Background: an optimization exercise with open tools, aiming at small area. Do not read the settings as production practice.
Function was checked by simulation only, so behaviour that the tests miss may differ from the original.
Power is estimated from default activity; no workload was simulated.

==> flow/design.v, too long to show whole: its modules and the start of the top module <==
// module mc6809i: 2429 lines
module mc6809i
#(
    parameter ILLEGAL_INSTRUCTIONS="GHOST"
) 
(
    input   clk,
    input   [7:0]  D,
    output  [7:0]  DOut,
    output  [15:0] ADDR,
    output  RnW,
    output  BS,
    output  BA,
    input   nIRQ,
    input   nFIRQ,
    input   nNMI,
    output  AVMA,
    output  BUSY,
    output  LIC,
    input   nHALT,
    input   nRESET,
    input   nDMABREQ
);
  // ...
==> flow/flow/run.sh <==
#!/bin/bash
# Own flow: the standard layout (standard.sh) with two changes.
#  - Synthesis (synth_area.tcl): the standard synthesis script, except that adders are
#    not pre-mapped to full/half-adder cells and ABC maps with an area-oriented script
#    (area.abc) instead of ORFS's abc_*.script. Only the combinational mapping changes;
#    the registers (names, count, cell types) are the standard synthesis's.
#  - The port buffers that placement inserts on every input and output are buf_1.
# Each step's full tool output is in orfs/logs/; make's output in synth.log and layout.log.
set -euo pipefail
W=$(pwd)
export AREA_ABC_SCRIPT=$W/flow/area.abc
export BUFFER_PORTS_ARGS="-buffer_cell sky130_fd_sc_hd__buf_1"
sed "s#SYNTH_SCRIPT=[^ ]*#SYNTH_SCRIPT=$W/flow/synth_area.tcl #" standard.sh > area_standard.sh
grep -q "synth_area.tcl" area_standard.sh
bash area_standard.sh synth > synth.log 2>&1
bash standard.sh > layout.log 2>&1
test -f out/final.def
==> flow/flow/area.abc <==
strash
ifraig
scorr
dc2
dretime
strash
ifraig
dc2
strash
&get -n
&dch -f
&nf -R 1000 -E 100 -p -F 8 -C 32
&put
strash
ifraig
dc2
strash
&get -n
&dch -f
&nf -R 1000 -E 100 -p -F 8 -C 32
&put
strash
ifraig
dc2
strash
&get -n
&dch -f
&nf -R 1000 -E 100 -p -F 8 -C 32
&put
strash
ifraig
dc2
strash
&get -n
&dch -f
&nf -R 1000 -E 100 -p -F 8 -C 32
&put
strash
ifraig
dc2
strash
&get -n
&dch -f
&nf -R 1000 -E 100 -p -F 8 -C 32
&put
strash
ifraig
dc2
strash
&get -n
&dch -f
&nf -R 1000 -E 100 -p -F 8 -C 32
&put
strash
ifraig
dc2
strash
&get -n
&dch -f
&nf -R 1000 -E 100 -p -F 8 -C 32
&put
strash
ifraig
dc2
strash
&get -n
&dch -f
&nf -R 1000 -E 100 -p -F 8 -C 32
&put
strash
ifraig
dc2
strash
&get -n
&dch -f
&nf -R 1000 -E 100 -p -F 8 -C 32
&put
strash
ifraig
dc2
strash
&get -n
&dch -f
&nf -R 1000 -E 100 -p -F 8 -C 32
&put
strash
ifraig
dc2
strash
&get -n
&dch -f
&nf -R 1000 -E 100 -p -F 8 -C 32
&put
strash
ifraig
dc2
strash
&get -n
&dch -f
&nf -R 1000 -E 100 -p -F 8 -C 32
&put
==> flow/flow/synth_area.tcl <==
# The standard synthesis (synth_recipe.tcl), with two changes to the combinational
# mapping only: adders are left to ABC instead of being pre-mapped to full/half-adder
# cells (ADDER_MAP_FILE unset), and ABC runs an area-oriented script (flow/area.abc)
# in place of ORFS's abc_*.script. Registers come from the steps before ABC, so they
# are the standard synthesis's.
proc synth {args} { yosys synth -nofsm -noshare {*}$args }
proc abc {args} {
  set i [lsearch -exact $args -script]
  if {$i >= 0} {
    lset args [expr {$i + 1}] $::env(AREA_ABC_SCRIPT)
  }
  yosys abc {*}$args
}
unset -nocomplain ::env(ADDER_MAP_FILE)
source $::env(SCRIPTS_DIR)/synth.tcl
# left out here: clear keep_hierarchy, flatten, clean up, hide names made inside functions, write 1_2_yosys.v
==> flow/standard.sh <==
#!/bin/bash
# synth_recipe.tcl (not shown) runs the flow's synth.tcl, then flattens the netlist and writes it again
# the make line also repeats each setting of config.mk as NAME=value (left out here)
make -C /OpenROAD-flow-scripts/flow DESIGN_CONFIG=/design/flow/config.mk WORK_HOME=/design/flow/orfs CLKGATE_MAP_FILE= SYNTH_SCRIPT=/design/flow/synth_recipe.tcl "${@:-finish}"
==> flow/config.mk <==
export PLATFORM = sky130hd
export DESIGN_NAME = mc6809i
export DESIGN_NICKNAME = mc6809i
export VERILOG_FILES = /design/flow/design.v
export SDC_FILE = /design/flow/constraint.sdc
export NUM_CORES = 4
export LEC_CHECK = 0
export CAP_MARGIN = 20
export CORE_MARGIN = 2
export CORE_UTILIZATION = 40
export GPL_TIMING_DRIVEN = 0
export PLACE_DENSITY = 0.7
export SLEW_MARGIN = 20
==> flow/constraint.sdc <==
create_clock -name core_clock -period 15.0 [get_ports {clk}]
set_input_delay 3.0000 -clock core_clock [delete_from_list [all_inputs] [get_ports {clk}]]
set_output_delay 3.0000 -clock core_clock [all_outputs]
set_load 0.01 [all_outputs]
==> run summary, run 1 <==
* Gr busiest metal: met2
* Run status: no timing/DRC/antenna violations
* Syn nets at 2297
* CP delay by family, top: simple AND/OR/NAND/NOR gates
* Hold_sp: IRQSample
* Metal3 WL at 16.0 mm
* Met3 Use GR at roughly 15%
* Avg Vias per Cell at just under 8
* Commonest cells post-synth: nor2_1 (279), nand2_1 (277), a21oi_1 (254)
* CP max-delay cell: a41oi_1
* Grt met2 use at 64.4%
* Die Height at 205 um
* Slowest stage delay, CP at 1110 ps
* Share of layout cells above drive strength 1 at 4.36%
* Hold Path Stages at 0
* Post-synthesis simple-gate area fraction at 29.3%
* Largest net degree at the start of global routing at 60
* Yosys warns at 1
* CTS tree: done
* Clock buffer count at 18
* Uppermost layer routed: met5
* Multi-input gate area at about 12000 um2
* Sequential area share after synthesis at 25.1%
* FILL cells at 4203
* RSZ-0062 raised after global routing: false
* Post-DRT Antenna Nets at 0
* Post-synth cell types at 67
* CP Launch Point: CpuState[1]
==> run 2, diff against run 1 <==
--- a/flow/design.v
+++ b/flow/design.v
@@ -327,17 +327,19 @@
     assign IllegalInstructionState = CPUSTATE_STOP;
 end
 else
 begin
     assign IllegalInstructionState = 7'd0;
 end
 endgenerate
 reg rnRESET;  
-wire    nmi_unmask = (s_nxt != 16'HFFFD) && (CpuState != CPUSTATE_RESET);
+reg     s_wval_new;
+wire    s_chg = (sp_upd & ~sp_u) | ((wcode == 4'h4) & s_wval_new);
+wire    nmi_unmask = s_chg && (CpuState != CPUSTATE_RESET);
 wire    nmi_edge = (NMISample2 == 1) && (NMISample == 0);
 reg     NMIPend;
 reg     tfr_window;
 wire NMIClear_new = rnRESET ? NMIClear_nxt : 1'b0;
 wire NMIMask_new  = rnRESET ? (nmi_unmask ? 1'b0 : NMIMask) : 1'b1;
 always @(posedge clk)
 begin
     if (rnRESET == 0)
@@ -1204,16 +1206,22 @@
     case (wsrc)
         WS_D:    wval = {D, D};
         WS_ADD:  wval = add_out;
         WS_ALU:  wval = {ALU[7:0], ALU[7:0]};
         WS_MUL:  wval = {8'H00, alu_sum[0], b[7:1]};
         WS_SEX:  wval = {16{b[7]}};
         default: wval = R16;
     endcase
+always @(*)
+    case (wsrc)
+        WS_D:    s_wval_new = (whi & (D != 8'HFF)) | (wlo & (D != 8'HFD));
+        WS_ADD:  s_wval_new = add_azero ? ((whi & (add_b[15:8] != 8'HFF)) | (wlo & (add_b[7:0] != 8'HFD))) : (whi | wlo);
+        default: s_wval_new = (whi & (R16[15:8] != 8'HFF)) | (wlo & (R16[7:0] != 8'HFD));
+    endcase
 function [3:0] Reg16Code(input [2:0] r);
 begin
     case (r)
         3'd0: Reg16Code = 4'h1;
         3'd1: Reg16Code = 4'h2;
         3'd2: Reg16Code = 4'h3;
         3'd3: Reg16Code = 4'h4;
         3'd4: Reg16Code = 4'h0;
==> flow/config.mk (replaced) <==
export PLATFORM = sky130hd
export DESIGN_NAME = mc6809i
export DESIGN_NICKNAME = mc6809i
export VERILOG_FILES = /design/flow/design.v
export SDC_FILE = /design/flow/constraint.sdc
export NUM_CORES = 4
export LEC_CHECK = 0
export CAP_MARGIN = 20
export CORE_MARGIN = 2
export CORE_UTILIZATION = 40
export GPL_TIMING_DRIVEN = 0
export PLACE_DENSITY = 0.55
export SLEW_MARGIN = 20
==> run 2 against run 1 <==
Against the previous run: flip-flop and latch count unchanged; hold slack lost 2.2 ps; largest power group unchanged; sequential power barely moved; synthesized area is 0.79% higher; global-route usage is 0.58 points higher.
==> run summary, run 2 <==
* CP Capture Type: primary output
* Cts bufs inserted at 17
* Most frequent CP cell: nand2_1
* Die Wd at 205 um
* Routability congestion estimate at 1.07
* Fin Setup TNS at 0 ps
* Max Fanout on Critical Path at 22
* Final hold viol count at 0
* Async SR Flop Fraction at 0%
* Reg clk slew, reported paths at about 70 ps
* DRC at 0
* # rows at 73
* Switching Share at 58.7%
* Most common cell after layout, fill and taps aside: nand2_1
* Leakage power at about 6.3 nW
* Die Height at 205 um (+0.39%)
* Leading cell types in the layout, fill and taps excluded: nand2_1 (297), a21oi_1 (278), nor2_1 (272)
* PortBufs at 44
* Clock tree buffer depth at 2
* WP data required at 12000 ps
* CP arrival at 10790 ps
* CTS Root Cell: clkbuf_16
* Placed Area at 17700 um2
* Post-synth cell types at 62 (-7.5%)
* Post CTS Setup Buffer Count at 0
* RSZ-0062 raised after global routing: false
* Total GRT Usage at ~46%
* Die ar. at 42100 um2
* Initial antenna violation count at 3
* Drt wl/cell at 33.1 um
* Max Cap Viol at 0
* Hold WS at 330 ps
* Avg Vias per Cell at 7.51 (-2.4%)
* Final core occ at 46.0%
* Initial DRT Pass Iterations at 11
* Cell area after synthesis at between 15000 and 20000 um2
* Skew-Pair Late Insertion Delay at between 500 and 600 ps
* Max Fclk at 0.0725 GHz
* Vias in the first global route at 20239
* CP max-delay cell: nor3_1
* Top-Level Pins at 45
* Clock power share at ~14%
* Yosys warns at 1 (unchanged)
* Post-DRT Antenna Nets at 0 (unchanged)
* Final Cell Area at 18300 um2
* CTS tree: done
* Avg Cell Area, Syn at 6.93 um2
* Core footprint at around 40000 um2
* Top FF cell, synth: dfxtp_1
* Vias at 22408
* Cts-stage hold buffer count at 0
* Final setup vio count at 0
* Initial Util at 40.7%
* H-tree levels at 4
* Worst VDD drop at around 130 uV
* Logic pwr share at 65.1%
* Share of the synthesized area in the top cell type at 19.0%
* Post-synth EDFFs at 32
* Synth top area cells: dfxtp_1 (19%), a21oi_1 (8.6%), o21ai_0 (8.0%), nand2_1 (6.9%), nor2_1 (6.5%)
* CP Launch Type: flop
* Sequential area share after synthesis at 25.0% (-0.20 points)
* Slew @ Worst Pin at 1270 ps
* Grt ovf at 0
* Synthesized netlist cell count at 2340
* Part of the cycle the worst path needs at 91.9%
* First-pass GRT wire length at 141 mm
* Slew margin rel. at 14.3%
* Tot Pwr at 3.65 mW
* Largest net degree at the start of global routing at 76 (+27%)
* Reg power frac at 21.3%
* Minimum clock period at 13790 ps
* P_sw at roughly 2.1 mW
* Syn nets at 2355 (+2.5%)
* Area delta synth->final at 13.0%
* Drt initial violations at about 4000
* Post-CTS sizing at 0
* Clock Skew at 14.8 ps
* Hold Path Class: reg2reg
* Total power per unit cell area at ~200 nW/um2
* Post-synth top area cell: dfxtp_1
* Register bit total from synthesis at between 150 and 200
* Internal at 1.51 mW
* Run status: no timing/DRC/antenna violations
* Nets at around 2500
* Most frequent cell after synthesis: nand2_1
* Share of layout cells above drive strength 1 at 5.29% (+0.93 points)
* Worst setup path category: reg2out
* Final slew viol count at 0
* Sinks on Clock Net at 186
* Slowest stage delay, CP at 910 ps (-200 ps)
* Drt total wl at 98.7 mm
* Post-DP HPWL at 75.0 mm
* Commonest cells post-synth: nand2_1 (298), nor2_1 (281), a21oi_1 (280)
==> run 2: worst paths after layout <==
kind / from / end / slack [ps] / depth (start not counted)
worst max-delay path: Inst1[3] / ADDR[15] / 1210 / 30
worst min-delay path: IRQSample2 / IRQLatched / 330 / 0
worst max register to register: Inst1[3] / s[15] / 1570 / 44
worst min register to register: IRQSample2 / IRQLatched / 330 / 0
==> run 2: worst max-delay path, delay by kind of cell, from the launching register on <==
kind                       cells  cell delay [ps]
DFF                            1              820
muxes                          1              230
and+or+nand+nor               13             3600
buffers and inverters          2              310
xor gates and xnor gates       1              480
adders and majority gates      2              730
AOI/OAI and AO/OA             11             4060
==> run 2: area by class of cell <==
cell class | instances | area [um2]
diodes | 2 | 5.00
plain buffers | 3 | 11.3
clock buffers | 17 | 425
clock inverters | 15 | 178
fillers | 4238 | 21500
inverters | 64 | 240
multi-input cells | 2087 | 12200
flip-flops and latches | 186 | 4040
well taps | 525 | 657
repair buffers | 85 | 581
==> run 2: logic make-up (layout without fill, tap and decap cells) <==
group / after synthesis / after routing / share of synthesized area, %
AND/OR/NAND/NOR: 1024 / 1024 / 29.7
AO/OA/AOI/OAI: 979 / 979 / 39.1
flip-flops: 186 / 186 / 25.0
buffers and inverters: 67 / 184 / 1.55
XOR/XNOR: 65 / 65 / 3.51
multiplexers: 11 / 11 / 0.695
adder cells (fa/ha/maj): 8 / 8 / 0.494
other: 0 / 2 / 0
==> run 2: through the flow <==
| step | setup slack, ps | std cells |
|---|---|---|
| after floorplan | 5140 | 2340 |
| after global placement | 1350 | 2909 |
| after detailed placement | 2360 | 2950 |
| after CTS | 1810 | 2982 |
| after global routing | 1220 | 2982 |
| final | 1210 | 2984 |
==> run 2: routing by layer <==
| metal | GRT usage, % | vias to the layer above | wire length [um] |
|---|---|---|---|
| met5 | 0 | - | 16 |
| met4 | 28.8 | 2 | 7190 |
| met3 | 14.4 | 453 | 13900 |
| met2 | 67.6 | 1911 | 41000 |
| met1 | 58.4 | 10605 | 36600 |
| li1 | - | 9437 | - |
==> run 2: power by group through the flow <==
stage | clock [mW] | combinational [mW] | sequential, mW
finish | 0.495 | 2.37 | 0.776
floorplan | 0 | 1.29 | 0.681
CTS | 0.494 | 2.25 | 0.760
global placement | 0 | 2.10 | 0.775
global route | 0.510 | 2.46 | 0.776
detailed placement | 0 | 2.24 | 0.771

port drivers added, routing unchanged:
No port has a modelled driver above. Below, the same layouts with a new extraction and two added sets of constraints.
Step 1 sets driving cells, clkbuf_16 on the clock port and buf_2 on the other inputs (assumed; they add their load-dependent delay and slew).
Step 2 adds t to the input delays and takes it off the output delays; t is the mean of the earliest and latest rising clock arrival at the registers after step 1. Input paths then give back, and output paths get back, about the clock's delay inside the block.
Three values: ideal ports, drivers, drivers and shift; two values: the first two.
run	t (ns)	setup slack, ns	worst setup path at the end	clock arrival spread, ns
run 1	0.566	0.445 / 0.445 / 0.445	register to register	0.016 / 0.015
run 2	0.563	1.214 / 1.160 / 1.571	register to register	0.015 / 0.014
After both steps every run listed still meets setup and hold.
